From an optimization exercise on the open Yosys and OpenROAD flow, aimed at small area; shortcuts taken in it are not production practice. In this exercise RTL edits were held to simulation tests only and were not proved equivalent to the original. Power and IR drop assume default switching activity.

==> flow/design.v <==
module Simple_Fixed_1 (
    clock,
    reset,
    op_code,
    instr_format,
    dest_reg_addr,
    src_reg_a,
    src_reg_b,
    store_reg,
    imm_value,
    enable_reg_write,
    wb_data,
    wb_reg_addr,
    wb_enable_reg_write,
    branch_is_taken,
    delayed_rt_addr,
    delayed_enable_reg_write
);
  input clock, reset;
  input [0:10] op_code;
  input [2:0] instr_format;
  input [0:6] dest_reg_addr;
  input [0:127] src_reg_a, src_reg_b, store_reg;
  input [0:17] imm_value;
  input enable_reg_write;
  input branch_is_taken;
  output logic [0:127] wb_data;
  output logic [0:6] wb_reg_addr;
  output logic wb_enable_reg_write;
  output logic [1:0][0:6] delayed_rt_addr;
  output logic [1:0] delayed_enable_reg_write;
  wire f0 = instr_format == 3'd0;
  wire f4 = instr_format == 3'd4;
  wire f5 = instr_format == 3'd5;
  wire f6 = instr_format == 3'd6;
  wire fo = instr_format == 3'd1 || instr_format == 3'd2 || instr_format == 3'd3 ||
            instr_format == 3'd7;
  wire [10:0] o = op_code;
  wire d_cg    = f0 && o == 11'b00011000010;
  wire d_bg    = f0 && o == 11'b00001000010;
  wire d_ah    = f0 && o == 11'b00011001000;
  wire d_a     = f0 && o == 11'b00011000000;
  wire d_sfh   = f0 && o == 11'b00001001000;
  wire d_sf    = f0 && o == 11'b00001000000;
  wire d_and   = f0 && o == 11'b00011000001;
  wire d_or    = f0 && o == 11'b00001000001;
  wire d_xor   = f0 && o == 11'b01001000001;
  wire d_nand  = f0 && o == 11'b00011001001;
  wire d_ceqh  = f0 && o == 11'b01111001000;
  wire d_ceq   = f0 && o == 11'b01111000000;
  wire d_cgth  = f0 && o == 11'b01001001000;
  wire d_cgt   = f0 && o == 11'b01001000000;
  wire d_clgtb = f0 && o == 11'b01011010000;
  wire d_clgth = f0 && o == 11'b01011001000;
  wire d_clgt  = f0 && o == 11'b01011000000;
  wire d_ahi    = f4 && o == 11'b00000011101;
  wire d_ai     = f4 && o == 11'b00000011100;
  wire d_sfhi   = f4 && o == 11'b00000001101;
  wire d_sfi    = f4 && o == 11'b00000001100;
  wire d_ceqhi  = f4 && o == 11'b00001111101;
  wire d_ceqi   = f4 && o == 11'b00001111100;
  wire d_cgthi  = f4 && o == 11'b00001001101;
  wire d_cgti   = f4 && o == 11'b00001001100;
  wire d_clgtbi = f4 && o == 11'b00001011110;
  wire d_clgthi = f4 && o == 11'b00001011101;
  wire d_clgti  = f4 && o == 11'b00001011100;
  wire d_ilh  = f5 && o == 11'b00010000011;
  wire d_ilhu = f5 && o == 11'b00010000010;
  wire d_il   = f5 && o == 11'b00010000001;
  wire d_iohl = f5 && o == 11'b00011000001;
  wire d_ila  = f6 && o == 11'b00000100001;
  wire d_x    = f6 && (o == 11'b01101000000 || o == 11'b01101000001);
  wire go = !reset && !branch_is_taken;
  wire c_any = d_ceqh | d_ceq | d_cgth | d_cgt | d_clgtb | d_clgth | d_clgt |
               d_ceqhi | d_ceqi | d_cgthi | d_cgti | d_clgtbi | d_clgthi | d_clgti;
  wire a_hsat = d_ah | d_sfh | d_ahi | d_sfhi;
  wire a_word = d_a | d_sf | d_ai | d_sfi;
  wire lop = d_and | d_or | d_xor | d_nand;
  wire kop = d_ilh | d_ilhu | d_il | d_iohl | d_ila | d_x;
  wire listed = c_any | a_hsat | a_word | lop | kop | d_cg | d_bg;
  wire wr = go && listed;           
  wire keep_all = go && fo;         
  wire s_hsat = go & a_hsat;
  wire s_word = go & a_word;
  wire s_w0   = go & (a_word | d_cg | d_bg);
  wire s_cmp  = go & c_any;
  wire s_and  = go & d_and;
  wire s_or   = go & d_or;
  wire s_xor  = go & d_xor;
  wire s_nand = go & d_nand;
  wire s_cg   = go & d_cg;
  wire s_bg   = go & d_bg;
  wire s_ila  = go & d_ila;
  wire imm_form = instr_format[2];
  wire [0:10] op = op_code;
  wire inv_a  = imm_form ? (op[4] | ~op[6]) : (~op[10] & (op[1] | (~op[3] & ~op[9])));
  wire cin    = imm_form ? (op[4] | ~op[6]) : (op[1] | ~op[3]);
  wire inv_b0 = ~op[3] & op[9];                      
  wire seg8   = imm_form ? op[9] : op[6];
  wire seg16  = imm_form ? (op[9] | op[10]) : (op[6] | op[7]);
  wire k_eq   = imm_form ? op[5] : op[2];
  wire k_ugt  = imm_form ? (op[6] & ~op[5]) : (op[3] & ~op[2]);
  wire [9:0] i10 = imm_value[8:17];
  wire [10:0] u11 = {imm_value[8], i10};
  wire [15:0] i16 = imm_value[2:17];
  wire [7:0] i8 = imm_value[10:17];
  wire f4cmp = op[4];
  logic [31:0] yimm;
  always_comb begin
    if (!f4cmp) yimm = seg16 ? {2{{6{i10[9]}}, i10}} : {{22{i10[9]}}, i10};
    else if (seg8) yimm = {4{i8}};
    else if (seg16) yimm = {2{5'b0, u11}};
    else if (k_ugt) yimm = {22'b0, i10};
    else yimm = {21'b0, u11};
  end
  logic [31:0] kimm, kc;
  always_comb begin
    kimm = 32'h0;
    kc = 32'h0;
    if (d_ilh) kimm = {2{i16}};
    if (d_ilhu) kimm = {i16, 16'h0};
    if (d_il) kimm = {{16{i16[15]}}, i16};
    if (d_iohl) begin
      kimm = {i16, 16'h0};
      kc = 32'hFFFFFFFF;
    end
    if (d_ila) begin
      kimm = {imm_value[0:15], 16'h0};
      kc = 32'h0000FFFC;
    end
    if (d_x) kimm = 32'h80000000;
    if (!go) begin
      kimm = 32'h0;
      kc = 32'h0;
    end
  end
  logic [0:127] rnext;
  wire cg_ge = src_reg_b[0:31] >= src_reg_a[0:31];
  wire bg_gt;
  genvar k, j;
  generate
    for (k = 0; k < 4; k++) begin : g_word
      wire [31:0] a = src_reg_a[32*k +: 32];
      wire [31:0] b = src_reg_b[32*k +: 32];
      wire [31:0] c = store_reg[32*k +: 32];
      wire [31:0] r = wb_data[32*k +: 32];
      wire [31:0] x = a ^ {32{inv_a}};
      wire [31:0] bb = (k == 0) ? (b ^ {32{inv_b0}}) : b;
      wire [31:0] y = imm_form ? yimm : bb;
      wire [31:0] s;
      wire [3:0] co;
      wire [31:0] p, g;
      fx_add32 u_add (.x(x), .y(y), .cin(cin), .seg8(seg8), .seg16(seg16), .s(s), .co(co),
                      .p(p), .g(g));
      wire [3:0] eqb;
      for (j = 0; j < 4; j++) begin : g_eq
        assign eqb[j] = &p[8*j +: 8];
      end
      wire [1:0] eqh = {eqb[3] & eqb[2], eqb[1] & eqb[0]};
      wire eqw = &eqb;
      wire [1:0] ugth = {~co[3], ~co[1]};
      wire ugtw = ~co[3];
      wire [1:0] sgth = {ugth[1] ^ a[31] ^ y[31], ugth[0] ^ a[15] ^ y[15]};
      wire sgtw = ugtw ^ a[31] ^ y[31];
      logic [3:0] m;
      always_comb begin
        for (int q = 0; q < 4; q++) begin
          if (seg8) m[q] = ~co[q];
          else if (seg16) m[q] = k_eq ? eqh[q/2] : k_ugt ? ugth[q/2] : sgth[q/2];
          else m[q] = k_eq ? eqw : k_ugt ? ugtw : sgtw;
        end
      end
      wire [1:0] ovf;
      assign ovf[0] = (x[15] == y[15]) & (s[15] != x[15]);
      assign ovf[1] = (x[31] == y[31]) & (s[31] != x[31]);
      wire [3:0] ovs, ovv, ovm;
      for (j = 0; j < 4; j++) begin : g_ov
        assign ovs[j] = s_cmp | (s_hsat & ovf[j/2]);
        assign ovv[j] = s_cmp ? m[j] : s[16*(j/2)+15];
        assign ovm[j] = s_cmp ? m[j] : ~s[16*(j/2)+15];
      end
      wire sw = (k == 0) ? s_w0 : s_word;
      wire s_en = sw | s_hsat | s_cmp;
      wire [31:0] t;
      for (j = 0; j < 32; j++) begin : g_t
        if (j % 16 == 15) begin : msb
          assign t[j] = ovs[j/8] ? ovm[j/8] : s[j];
        end else begin : oth
          assign t[j] = ovs[j/8] ? ovv[j/8] : s[j];
        end
      end
      wire l_g = s_and | s_or;
      wire l_p = s_or | s_xor | s_nand;
      wire [31:0] lg = (g & {32{l_g}}) | (p & {32{l_p}}) | (~p & ~g & {32{s_nand}});
      wire [31:0] res = ({32{s_en}} & t) | lg | kimm | (kc & c);
      wire [31:0] kp;
      if (k == 0) begin : g_kp0
        assign kp = {{30{keep_all}}, {2{keep_all | s_ila}}};
        assign bg_gt = ~co[3];
      end else begin : g_kpn
        wire kw = keep_all | s_cg | s_bg;
        assign kp = {(k == 1) ? keep_all : kw, {29{kw}}, {2{kw | s_ila}}};
      end
      wire [31:0] nx;
      if (k == 1) begin : g_r32
        assign nx = {res[31] | (s_cg & cg_ge) | (s_bg & bg_gt), res[30:0]};
      end else begin : g_rn
        assign nx = res;
      end
      assign rnext[32*k +: 32] = (kp & r) | nx;
    end
  endgenerate
  always_ff @(posedge clock) begin
    wb_data <= rnext;
    if (reset) begin
      delayed_rt_addr[1] <= 0;
      delayed_enable_reg_write[1] <= 0;
    end else begin
      delayed_rt_addr[1] <= wb_reg_addr;
      delayed_enable_reg_write[1] <= wb_enable_reg_write;
    end
    wb_reg_addr <= (wr | keep_all) ? dest_reg_addr : 7'd0;
    wb_enable_reg_write <= (wr | keep_all) & enable_reg_write;
  end
  assign delayed_rt_addr[0] = wb_reg_addr;
  assign delayed_enable_reg_write[0] = wb_enable_reg_write;
endmodule
module fx_add32 (input [31:0] x, input [31:0] y, input cin, input seg8, input seg16,
                 output [31:0] s, output [3:0] co, output [31:0] p, output [31:0] g);
  assign p = x ^ y;
  assign g = x & y;
  wire [8:0] cg;    
  wire [7:0] G, P;
  wire [31:0] c;
  assign cg[0] = cin;
  genvar q, i;
  for (q = 0; q < 8; q++) begin : grp
    wire [3:0] pp = p[4*q +: 4];
    wire [3:0] gg = g[4*q +: 4];
    assign G[q] = gg[3] | pp[3] & (gg[2] | pp[2] & (gg[1] | pp[1] & gg[0]));
    assign P[q] = &pp;
    wire ci = (q == 2 || q == 6) ? (seg8 ? cin : cg[q]) : (q == 4) ? (seg16 ? cin : cg[q]) : cg[q];
    assign c[4*q] = ci;
    assign c[4*q+1] = gg[0] | pp[0] & ci;
    assign c[4*q+2] = gg[1] | pp[1] & c[4*q+1];
    assign c[4*q+3] = gg[2] | pp[2] & c[4*q+2];
    assign cg[q+1] = G[q] | P[q] & ci;
  end
  assign s = p ^ c;
  assign co = {cg[8], cg[6], cg[4], cg[2]};
endmodule
==> flow/run.sh <==
#!/bin/bash
# synth_recipe.tcl (not shown) runs the flow's synth.tcl, then flattens the netlist and writes it again
# the make line also repeats each setting of config.mk as NAME=value (left out here)
make -C /OpenROAD-flow-scripts/flow DESIGN_CONFIG=/design/flow/config.mk WORK_HOME=/design/flow/orfs CLKGATE_MAP_FILE= SYNTH_SCRIPT=/design/flow/synth_recipe.tcl finish
==> flow/config.mk <==
export PLATFORM = sky130hd
export DESIGN_NAME = Simple_Fixed_1
export DESIGN_NICKNAME = Simple_Fixed_1
export VERILOG_FILES = /design/flow/design.v
export SDC_FILE = /design/flow/constraint.sdc
export NUM_CORES = 4
export LEC_CHECK = 0
export CAP_MARGIN = 20
export CORE_MARGIN = 2
export CORE_UTILIZATION = 50
export SLEW_MARGIN = 20
==> flow/constraint.sdc <==
create_clock -name core_clock -period 8.0 [get_ports {clock}]
set_input_delay 1.6000 -clock core_clock [delete_from_list [all_inputs] [get_ports {clock}]]
set_output_delay 1.6000 -clock core_clock [all_outputs]
set_load 0.01 [all_outputs]
==> flow_summary.json, run 1 <==
{
  "placement.io_buffers": 578,
  "areaGrowthSynthToFinish_pct": 35.1,
  "cts_resized": 0,
  "syn_inst": 2899,
  "synth_area_sq_um": 22400,
  "final_core_util_pct": 68.5,
  "path_class": "primary input to flop",
  "cp-start-kind": "primary input",
  "clock_latency_ns": 0.52,
  "vias_per_cell": 6.55,
  "grt_max_degree": 93,
  "arrival_ns": 8.00,
  "drive_above_1_share_pct": 7.61,
  "cp.required_ns": 8.37,
  "dieWidth_microns": 216,
  "grt_pass1_wl_microns": 162000,
  "dp_hpwl_microns": 86000,
  "post-cts-setup-buffer-count": 0,
  "start_util_pct": 50.7,
  "drv_cap": 0,
  "io_pins": 579,
  "drt-total-wl_microns": 111000,
  "period_needed_ns": 7.64,
  "via_count": 27015,
  "die_h_microns": 216,
  "clock_sinks": 144,
  "cts_tree": "built",
  "dr.pass1.iters": 9,
  "h-tree-depth": 4,
  "dominantRegCellSynth": "dfxtp_1",
  "ctsHoldBuffers": 0,
  "reg2reg_depth": 6,
  "placed_cell_area_sq_um": 29700,
  "ant_nets": 0,
  "syn_avg_cell_area_sq_um": 7.74,
  "fmax_ghz": 0.131,
  "layout_worst_path_cycle_share_pct": 95.5,
  "clockBufferDepth": 2,
  "route.detailed.drc": 0,
  "worst_hold_path.num_cells": 1,
  "setup_violations": 0,
  "finalHoldViolCount": 0,
  "overflow": 0,
  "p_comb_share_pct": 56.9,
  "grt_pass1_vias": 26390,
  "ys_seq_area_share_pct": 12.9,
  "yosys_warnings": 3,
  "track_usage_pct": 46.1,
  "outcome": "finished clean",
  "clk_pin_slew_worst_paths_ns": 0.08,
  "antenna_found_initial": 14,
  "tightest_slew_ns": 1.26,
  "slew_headroom_pct": 15.8,
  "leakagePower_nw": 13.7,
  "whs_ns": 0.493,
  "drt_iter0_drc": 3839,
  "p_sw_share_pct": 43.6,
  "cp-end-kind": "flop",
  "critPathMaxFanout": 15,
  "ys_ff_latch": 144,
  "async_reset_ff_share_pct": 0,
  "synth_edf_count": 0,
  "rows": 77,
  "setup_tns_ns": 0,
  "fin_nets": 4319,
  "power-per-cell-area_nw_per_um2": 122,
  "power.net_switching_mw": 1.62,
  "wl_per_cell_microns": 26.9,
  "gp_congestion": 1.07,
  "p_total_mw": 3.71,
  "min_path_type": "flop to flop",
  "cts_buffers": 17,
  "rsz0062_at_grt": "no",
  "final_cell_mix": "clkdlybuf4s50_1 (576), inv_1 (323), ha_1 (288), nand2_1 (242), nor2_1 (192)",
  "dieArea_sq_um": 46600,
  "yosys.cell_types.count": 101,
  "finalMaxSlewViolations": 0,
  "final_area_sq_um": 30300,
  "pwr-share-clk_pct": 23.7,
  "p_int_mw": 2.09,
  "core_sq_um": 44200,
  "seqPwrFrac_pct": 19.4,
  "syn_nets": 3710,
  "vdd_ir_drop_max_mv": 0.135,
  "final.setup_skew_ns": 0.00116,
  "final_common_cell": "clkdlybuf4s50_1",
  "cts_root_buf": "clkbuf_16"
}
## logic make-up after synthesis
family / share of synthesized area (%)
AO/OA/AOI/OAI: 27.3
AND/OR/NAND/NOR: 18.1
XOR/XNOR: 7.89
flip-flops: 12.9
buffers and inverters: 8.74
multiplexers: 0.530
adder cells (fa/ha/maj): 24.6
## registers in the layout (all words and copies together) (netlist names)
signal                    flops
wb_data                     128
delayed_rt_addr               7
wb_enable_reg_write           1
wb_reg_addr                   7
delayed_enable_reg_write      1
## path summary, 6_finish.rpt
check,slack [ns],to,startpoint
setup / recovery,0.36,wb_data[74],op_code[6]
hold / removal,0.49,delayed_rt_addr[13],wb_reg_addr[0]
setup reg to reg,6.38,wb_data[32],wb_data[32]
hold reg to reg,0.49,delayed_rt_addr[13],wb_reg_addr[0]
## stage by stage
stage	setup slack, ns	instances
floorplan	0.520	2899
global placement	-0.0353	4080
detailed placement	-0.184	4080
CTS	0.325	4112
global route	0.0255	4123
finish	0.364	4124
## Yosys cell counts (96+ instances only)
cell / count / area [sq um]
clkbuf_1: 102 / 383
o21ai_0: 171 / 856
a221oi_1: 115 / 1010
a22oi_1: 97 / 728
nor2_1: 194 / 728
fa_1: 96 / 1920
ha_1: 288 / 3600
inv_1: 323 / 1210
xor2_1: 97 / 850
dfxtp_1: 144 / 2880
nand2_1: 242 / 908
nand3_1: 124 / 621
xnor2_1: 105 / 920
## power groups by stage
| stage | sequential, mW | combinational [mW] | clock, mW |
|---|---|---|---|
| 2_1_floorplan | 0.737 | 1.24 | 0 |
| 3_3_place_gp | 0.737 | 1.97 | 0 |
| 6_report | 0.720 | 2.11 | 0.880 |
| 3_5_place_dp | 0.737 | 2.04 | 0 |
| 4_1_cts | 0.720 | 2.05 | 0.877 |
| 5_1_grt | 0.720 | 2.29 | 0.897 |
## critical path, stage by stage
cell and delay, ns:
clkdlybuf4s50_1 0.61, buf_4 0.29, nor3_1 0.24, a21oi_2 0.08, a21o_1 0.18, nor2_2 0.25, buf_4 0.17, nor2_1 0.05
ha_1 0.33, and4_1 0.27, nand2_1 0.12, a311oi_1 0.40, o31ai_1 0.20, a21o_1 0.22, nand3_1 0.10, a31oi_1 0.13
fa_1 0.50, fa_1 0.46, fa_1 0.46, xnor2_1 0.18, nor3_1 0.06, nor2_1 0.75, and2_1 0.23, o21ai_0 0.09
## per-layer routing
layer	vias up	wire length, microns	global-route usage, %
met5	-	45	0
met4	6	7500	28.4
met3	446	14600	11.6
met2	2232	48500	71.6
met1	12764	40500	57.2
li1	11567	-	-
## cell type report
cell class,count,area (sq um)
Fill cell,3675,13900
Tap cell,592,741
Clock inverter,14,140
Inverter,324,1220
Clock buffer,18,439
Multi-Input combinational cell,2265,17700
Sequential cell,144,2880
Antenna cell,11,27.5
Timing Repair Buffer,756,7200
==> inputs of run 2 (changes only) <==
==> flow/flow/run.sh (new file) <==
#!/bin/bash
# Standard layout, except that the port buffers are the smallest buffer cell
# (sky130_fd_sc_hd__buf_1) instead of the cell buffer_ports picks by default.
set -euo pipefail
export BUFFER_PORTS_ARGS="-buffer_cell sky130_fd_sc_hd__buf_1"
bash standard.sh > standard.log 2>&1
==> flow/standard.sh (new file) <==
#!/bin/bash
# synth_recipe.tcl (not shown) runs the flow's synth.tcl, then flattens the netlist and writes it again
# the make line also repeats each setting of config.mk as NAME=value (left out here)
make -C /OpenROAD-flow-scripts/flow DESIGN_CONFIG=/design/flow/config.mk WORK_HOME=/design/flow/orfs CLKGATE_MAP_FILE= SYNTH_SCRIPT=/design/flow/synth_recipe.tcl "${@:-finish}"
--- a/flow/config.mk
+++ b/flow/config.mk
@@ -9,3 +9,3 @@
 export CORE_MARGIN = 2
-export CORE_UTILIZATION = 50
+export CORE_UTILIZATION = 55
 export SLEW_MARGIN = 20
removed: flow/run.sh
==> run 2 against run 1 <==
- clock power about the same
- final area down 14%
- total power down 6.8%
- synthesized cell count unchanged
- sequential share of layout area up 1.6 points
- utilization down 3.6 points
- cell count down 3.3%
- combinational power down 12%
- die area down 8.9%
- largest cell class unchanged
==> flow_summary.json, run 2 <==
{
  "dominantRegCellSynth": "dfxtp_1",
  "cts_tree": "built",
  "areaGrowthSynthToFinish_pct": 15.9,
  "placement.io_buffers": 578,
  "dr.pass1.iters": 6,
  "gp_congestion": 1.05,
  "use_met2_pct": 70.8,
  "cp.required_ns": 8.43,
  "final.setup_skew_ns": 0.00678,
  "layout_worst_path_cycle_share_pct": 91.1,
  "h-tree-depth": 4,
  "vdd_ir_drop_max_mv": 0.166,
  "clock_latency_ns": 0.52,
  "arrival_ns": 7.72,
  "fin_nets": 4241,
  "gr-usage-met1_pct": 57.6,
  "finalMaxSlewViolations": 0,
  "finalHoldViolCount": 0,
  "ctsHoldBuffers": 0,
  "dp_hpwl_microns": 79600,
  "final_cells": 3988,
  "syn_avg_cell_area_sq_um": 7.74,
  "die_h_microns": 206,
  "cts_root_buf": "clkbuf_16",
  "vias_per_cell": 6.59,
  "p_int_mw": 1.87,
  "ys_ff_latch": 144,
  "r2r_slack_ns": 6.36,
  "pwr-share-clk_pct": 25.4,
  "grt_pass1_wl_microns": 149000,
  "ys_seq_area_share_pct": 12.9,
  "rows": 73,
  "cts_resized": 0,
  "syn_inst": 2899,
  "outcome": "finished clean",
  "reg2reg_depth": 6,
  "async_reset_ff_share_pct": 0,
  "hp-start": "wb_reg_addr[3]",
  "drive_above_1_share_pct": 5.49,
  "cts_buffers": 17,
  "cp-end-kind": "flop",
  "use_met3_pct": 14.5,
  "clk_pin_slew_worst_paths_ns": 0.08,
  "dieWidth_microns": 206,
  "regMostFlops": "wb_data",
  "p_comb_share_pct": 53.8,
  "yosys.area.top_type": "ha_1",
  "slew_headroom_pct": 20.1,
  "start_util_pct": 56.1,
  "seqPwrFrac_pct": 20.8,
  "final_cell_mix": "buf_1 (577), inv_1 (323), ha_1 (288), nand2_1 (242), nor2_1 (193)",
  "drv_cap": 0,
  "power.net_switching_mw": 1.59,
  "ant_nets": 0,
  "clock_sinks": 144,
  "synth_area_sq_um": 22400,
  "rsz0062_at_grt": "no",
  "period_needed_ns": 7.29,
  "largestRegisters": "wb_data (128), delayed_rt_addr (7), wb_reg_addr (7)",
  "setup_violations": 0,
  "route.detailed.drc": 0,
  "dp.cells": 3936,
  "final_common_cell": "buf_1",
  "drt_iter0_drc": 3236,
  "tightest_slew_ns": 1.19,
  "setup_tns_ns": 0,
  "synth_top_area_share_pct": 16.1,
  "overflow": 0,
  "yosys.cell_types.count": 101,
  "cp-start-kind": "primary input",
  "drt-total-wl_microns": 103000,
  "synth_commonest_cells": "inv_1 (323), ha_1 (288), nand2_1 (242), nor2_1 (194), o21ai_0 (171)",
  "syn_nets": 3710,
  "grt_max_degree": 75,
  "leakagePower_nw": 11.8,
  "min_path_type": "flop to flop",
  "io_pins": 579,
  "worstReg2RegStart": "wb_data[32]",
  "wl_per_cell_microns": 25.8,
  "antenna_found_initial": 17,
  "fmax_ghz": 0.137,
  "power-per-cell-area_nw_per_um2": 133,
  "synth_most_common_cell": "inv_1",
  "whs_ns": 0.488,
  "holdPathEnd": "delayed_rt_addr[10]",
  "post-cts-setup-buffer-count": 0,
  "core_sq_um": 40000,
  "regToRegEndpoint": "wb_data[32]",
  "path_class": "primary input to flop",
  "synth_edf_count": 0,
  "grt_pass1_vias": 24989,
  "ys_top_cells_by_area": "ha_1 (16%), dfxtp_1 (13%), fa_1 (8.6%)",
  "dieArea_sq_um": 42400,
  "worst_hold_path.num_cells": 1,
  "busiest_layer": "met2",
  "largest_reg_flops": 128,
  "via_count": 26287,
  "p_total_mw": 3.46,
  "p_sw_share_pct": 46.1,
  "critPathMaxFanout": 64,
  "clockBufferDepth": 2,
  "track_usage_pct": 46.9,
  "yosys_warnings": 3,
  "fill_cells": 3579
}
==> run 2: cell count changes in the layout (fill, tap and decap cells not counted), moves of 4 or more <==
cell             before  now
clkdlybuf4s50_1     576    0
inv_8                 1    8
buf_1                 0  577
buf_4               173   98
buf_12                6    2
diode_2              11   20
==> run 2: worst max-delay path, stage by stage <==
cell      delay [ns]
clkbuf_4        0.20
buf_12          0.22
inv_1           0.60
a21boi_0        0.26
ha_1            0.45
nand4_1         0.34
or3_1           0.56
a311oi_1        0.39
o31ai_1         0.23
a21o_1          0.25
nand3_1         0.12
a31oi_1         0.12
fa_1            0.47
fa_1            0.46
fa_1            0.52
xnor2_1         0.16
nor3_1          0.14
nor2_1          0.06
buf_4           0.22
and2_1          0.15
o21ai_0         0.19
==> run 2: layout make-up <==
class                      instances  area, sq um  area share, %
multi-input combinational       2265        17700           67.9
timing repair buffer             678         2950           11.3
inverter                         324         1220           4.68
clock inverter                    15          158          0.606
sequential                       144         2880           11.1
tap                              525          657           2.53
clock buffer                      17          425           1.64
antenna                           20         50.0          0.193
==> run 2: cell families (layout without fill, tap and decap cells) <==
logic type	after synthesis	count (layout)	synth area share [%]
DFF	144	144	12.9
AOI/OAI and AO/OA	841	841	27.3
buffers and inverters	490	1034	8.74
adders and majority gates	384	384	24.6
and+or+nand+nor	827	827	18.1
muxes	11	11	0.530
xor gates and xnor gates	202	202	7.89
other	0	20	0
==> run 2: metrics by stage <==
step	util (%)	setup WS [ns]	area, sq um
2_1_floorplan	-	0.520	22400
3_3_place_gp	63.4	0.354	25300
3_5_place_dp	63.4	0.339	25300
4_1_cts	64.8	0.843	25900
5_1_grt	64.9	0.346	26000
6_report	65.0	0.711	26000
==> run 2: worst max-delay path by stage <==
stage                         start      endpoint  slack (ns)
CTS                 instr_format[2]   wb_data[72]        0.84
global route        instr_format[2]   wb_data[72]        0.35
detailed placement  instr_format[2]   wb_data[72]        0.34
finish              instr_format[2]   wb_data[72]        0.71
floorplan           instr_format[2]  wb_data[104]        0.52
global placement    instr_format[2]   wb_data[65]        0.35
==> run 2: power by group through the flow <==
stage               clock network (mW)  registers, mW  logic [mW]
finish                           0.878          0.720        1.86
detailed placement                   0          0.737        1.80
floorplan                            0          0.737        1.24
global placement                     0          0.736        1.75
global route                     0.894          0.720        2.05
CTS                              0.870          0.720        1.82
==> run 2: metal layers <==
layer / vias to the layer above / wire length, microns
li1: 11408 / -
met1: 12344 / 37300
met2: 2059 / 44000
met3: 470 / 14100
met4: 6 / 7530
met5: - / 36

[separate check: timing with driven ports]
The flow's constraints put no driver on any port. The routed layouts listed below were extracted and timed again, unchanged, in two steps.
Step 1 sets driving cells, clkbuf_16 on the clock port and buf_2 on the other inputs (assumed; they add their load-dependent delay and slew).
Step 2 adds t to the input delays and takes it off the output delays; t is the mean of the earliest and latest rising clock arrival at the registers after step 1. Input paths then give back, and output paths get back, about the clock's delay inside the block.
Three values: no drivers, after step 1, after step 2; two values: the first two.
run | t, ns | setup WS [ns] | worst hold slack (ns) | worst setup path after step 2
run 1 | 0.579 | 0.364 / 0.376 / -0.204 | 0.493 / 0.493 / 0.493 | input to register
run 2 | 0.575 | 0.711 / 0.704 / 0.129 | 0.488 / 0.488 / 0.488 | input to register
Met with ideal ports but missed after step 2: setup timing in run 1. For run 2, which loses most, drivers alone change the setup slack by -0.007 ns; drivers and shift together by -0.582 ns.
